Source: an optimization exercise on an open RTL-to-GDS flow (aim: small area). Production flows keep margins and buffers that such runs may drop. Only simulation tests tie the RTL to the original design; equivalence was not proved. Power and IR drop assume default switching activity.

delta:
## registers_32x32
module registers_32x32
  (
   input         clk_i,
   input         reset_ni,
   input         write_enable_i,
   input [4:0]   register_addr_a_i,
   input [4:0]   register_addr_b_i,
   input [4:0]   register_write_i,
   input [31:0]  write_data_i,
   output [31:0] read_data_a_o,
   output [31:0] read_data_b_o
   );
Settings: LEC_CHECK=0, CAP_MARGIN=0, CORE_MARGIN=2, CORE_UTILIZATION=55, GPL_TIMING_DRIVEN=0, SETUP_SLACK_MARGIN=0.3, SLEW_MARGIN=0, SYNTH_HIERARCHICAL=1; clock period 6.0 ns.
standard.sh (not shown) runs the stock make flow with config.mk's settings and CLKGATE_MAP_FILE= SYNTH_SCRIPT=/design/flow/synth_recipe.tcl, a recipe that flattens the netlist after the stock synthesis.
==> flow/flow/run.sh <==
#!/bin/bash
# The standard layout, with a leaner clock tree (small clock buffers, no
# dummy loads), small port buffers, and no very large buffers in repair.
# Each step's full output stays in orfs/logs/; make's own output goes to
# standard.log.
set -euo pipefail
here=$(pwd)
export CTS_ARGS="-sink_clustering_enable -repair_clock_nets -dont_use_dummy_load -sink_clustering_size 16 -sink_clustering_max_diameter 60 -buf_list {sky130_fd_sc_hd__clkbuf_4 sky130_fd_sc_hd__clkbuf_8}"
export BUFFER_PORTS_ARGS="-buffer_cell sky130_fd_sc_hd__buf_1"
export PRE_RESIZE_TCL=$here/flow/small_bufs.tcl
export PRE_GLOBAL_ROUTE_TCL=$here/flow/small_bufs.tcl
bash standard.sh > standard.log 2>&1
==> flow/flow/small_bufs.tcl <==
# Keep repair from reaching for very large buffers on the register file's
# control nets; a few mid-size buffers fix the same slews.
set_dont_use [get_lib_cells {sky130_fd_sc_hd__buf_6 sky130_fd_sc_hd__buf_8 sky130_fd_sc_hd__buf_12 sky130_fd_sc_hd__buf_16 sky130_fd_sc_hd__bufbuf_8 sky130_fd_sc_hd__bufbuf_16 sky130_fd_sc_hd__bufinv_8 sky130_fd_sc_hd__bufinv_16 sky130_fd_sc_hd__clkbuf_16 sky130_fd_sc_hd__inv_12 sky130_fd_sc_hd__inv_16 sky130_fd_sc_hd__clkinv_16}]
delta completed every stage of the flow, and the final layout passed the timing, design-rule and antenna checks.
What xenon does differently from delta at the input level:
--- a/flow/flow/run.sh
+++ b/flow/flow/run.sh
@@ -8 +8 @@
-export CTS_ARGS="-sink_clustering_enable -repair_clock_nets -dont_use_dummy_load -sink_clustering_size 16 -sink_clustering_max_diameter 60 -buf_list {sky130_fd_sc_hd__clkbuf_4 sky130_fd_sc_hd__clkbuf_8}"
+export CTS_ARGS="-sink_clustering_enable -repair_clock_nets -dont_use_dummy_load -sink_clustering_size 16 -sink_clustering_max_diameter 50 -buf_list {sky130_fd_sc_hd__clkbuf_4 sky130_fd_sc_hd__clkbuf_8}"
## What came out
- In xenon, the post-layout minimum cycle time came out 0.049 ns above the value in delta.
- Any difference in global router's overall resource usage between xenon and delta is small enough to ignore.
- Taking delta as the reference, in xenon fmax went down; utilization went up; clock tree buffer count of the final layout went up.
- Setup slack: xenon worse than delta
- xenon has final routed wirelength across all metal layers above what delta had.
- Compared xenon vs delta, and met3 global-route usage is up in xenon.
- [xenon] proportion of cell area occupied by registers fell 0.43 points relative to delta
- Compared with delta, in xenon power went up by 0.00048 W, power density over cell area higher.


Another version of the RTL of registers_32x32 (not shown whole).
export LEC_CHECK = 0
export CAP_MARGIN = 0
export CORE_MARGIN = 2
export CORE_UTILIZATION = 50
export GPL_TIMING_DRIVEN = 0
export SLEW_MARGIN = 0
export SYNTH_HIERARCHICAL = 1
create_clock -name core_clock -period 6.0 [get_ports {clk_i}]
==> flow/flow/run.sh <==
#!/bin/bash
# The standard layout, with a leaner clock tree (small clock buffers, no
# dummy loads), small port buffers, and no very large buffers in repair.
# Each step's full output stays in orfs/logs/; make's own output goes to
# standard.log.
set -euo pipefail
here=$(pwd)
export CTS_ARGS="-sink_clustering_enable -repair_clock_nets -dont_use_dummy_load -sink_clustering_size 16 -sink_clustering_max_diameter 50 -buf_list {sky130_fd_sc_hd__clkbuf_4 sky130_fd_sc_hd__clkbuf_8}"
export BUFFER_PORTS_ARGS="-buffer_cell sky130_fd_sc_hd__buf_1"
export PRE_RESIZE_TCL=$here/flow/small_bufs.tcl
export PRE_GLOBAL_ROUTE_TCL=$here/flow/small_bufs.tcl
bash standard.sh > standard.log 2>&1
Scripts as last shown in full above: flow/flow/small_bufs.tcl
Edit:
==> flow/run.sh (new file) <==
#!/bin/bash
# synth_recipe.tcl (not shown) runs the flow's synth.tcl, then flattens the netlist and writes it again
# the make line also repeats each setting of config.mk as NAME=value (left out here)
make -C /OpenROAD-flow-scripts/flow DESIGN_CONFIG=/design/flow/config.mk WORK_HOME=/design/flow/orfs CLKGATE_MAP_FILE= SYNTH_SCRIPT=/design/flow/synth_recipe.tcl finish
CAP_MARGIN = 20   (was 0)
CORE_UTILIZATION = 55   (was 50)
GPL_TIMING_DRIVEN = default   (was 0)
SLEW_MARGIN = 20   (was 0)
removed: flow/flow/run.sh
removed: flow/flow/small_bufs.tcl
removed: flow/standard.sh
- wire length went down by 4.1%
- setup slack loses 120 ps
- final cell count came out lower by 0.71%
- clock-buffer cell count grows by 50
- fmax shrinks by 1.9%
- total power goes up by 20%
- die area falls by 9.0%
- synthesized area stays the same
- first-iteration DRC count increases by 21%
- sequential power climbs by about 0.6%
- non-clock buffer count shrinks by 22

-- port drivers added, routing unchanged --
In the flow no input, the clock included, has a driving cell. The finished layouts below were timed again as built, in two steps.
Step 1 sets driving cells, clkbuf_16 on the clock port and buf_2 on the other inputs (assumed; they add their load-dependent delay and slew).
Step 2 times the ports against the registers' clock, not the clock port: input delays grow and output delays shrink by t, the midpoint of the rising clock arrivals with the driver on.
a / b / c = no drivers / after step 1 / after step 2; a / b = the first two.
run | shift t [ns] | setup WS [ns] | cell pins on the clock port's net
delta | 0.799 | 0.568 / 0.451 / 0.451 | 1
xenon | 0.818 | 0.519 / 0.401 / 0.401 | 1
the first run of note 2 | 0.818 | 0.139 / 0.108 / 0.108 | 1
the second run of note 2 | 0.755 | 0.024 / -0.009 / -0.009 | 1
Met with ideal ports but missed after step 2: setup timing in the second run of note 2. The setup slack of xenon, which loses most, moves by -0.118 ns with the drivers and by -0.118 ns with both steps.
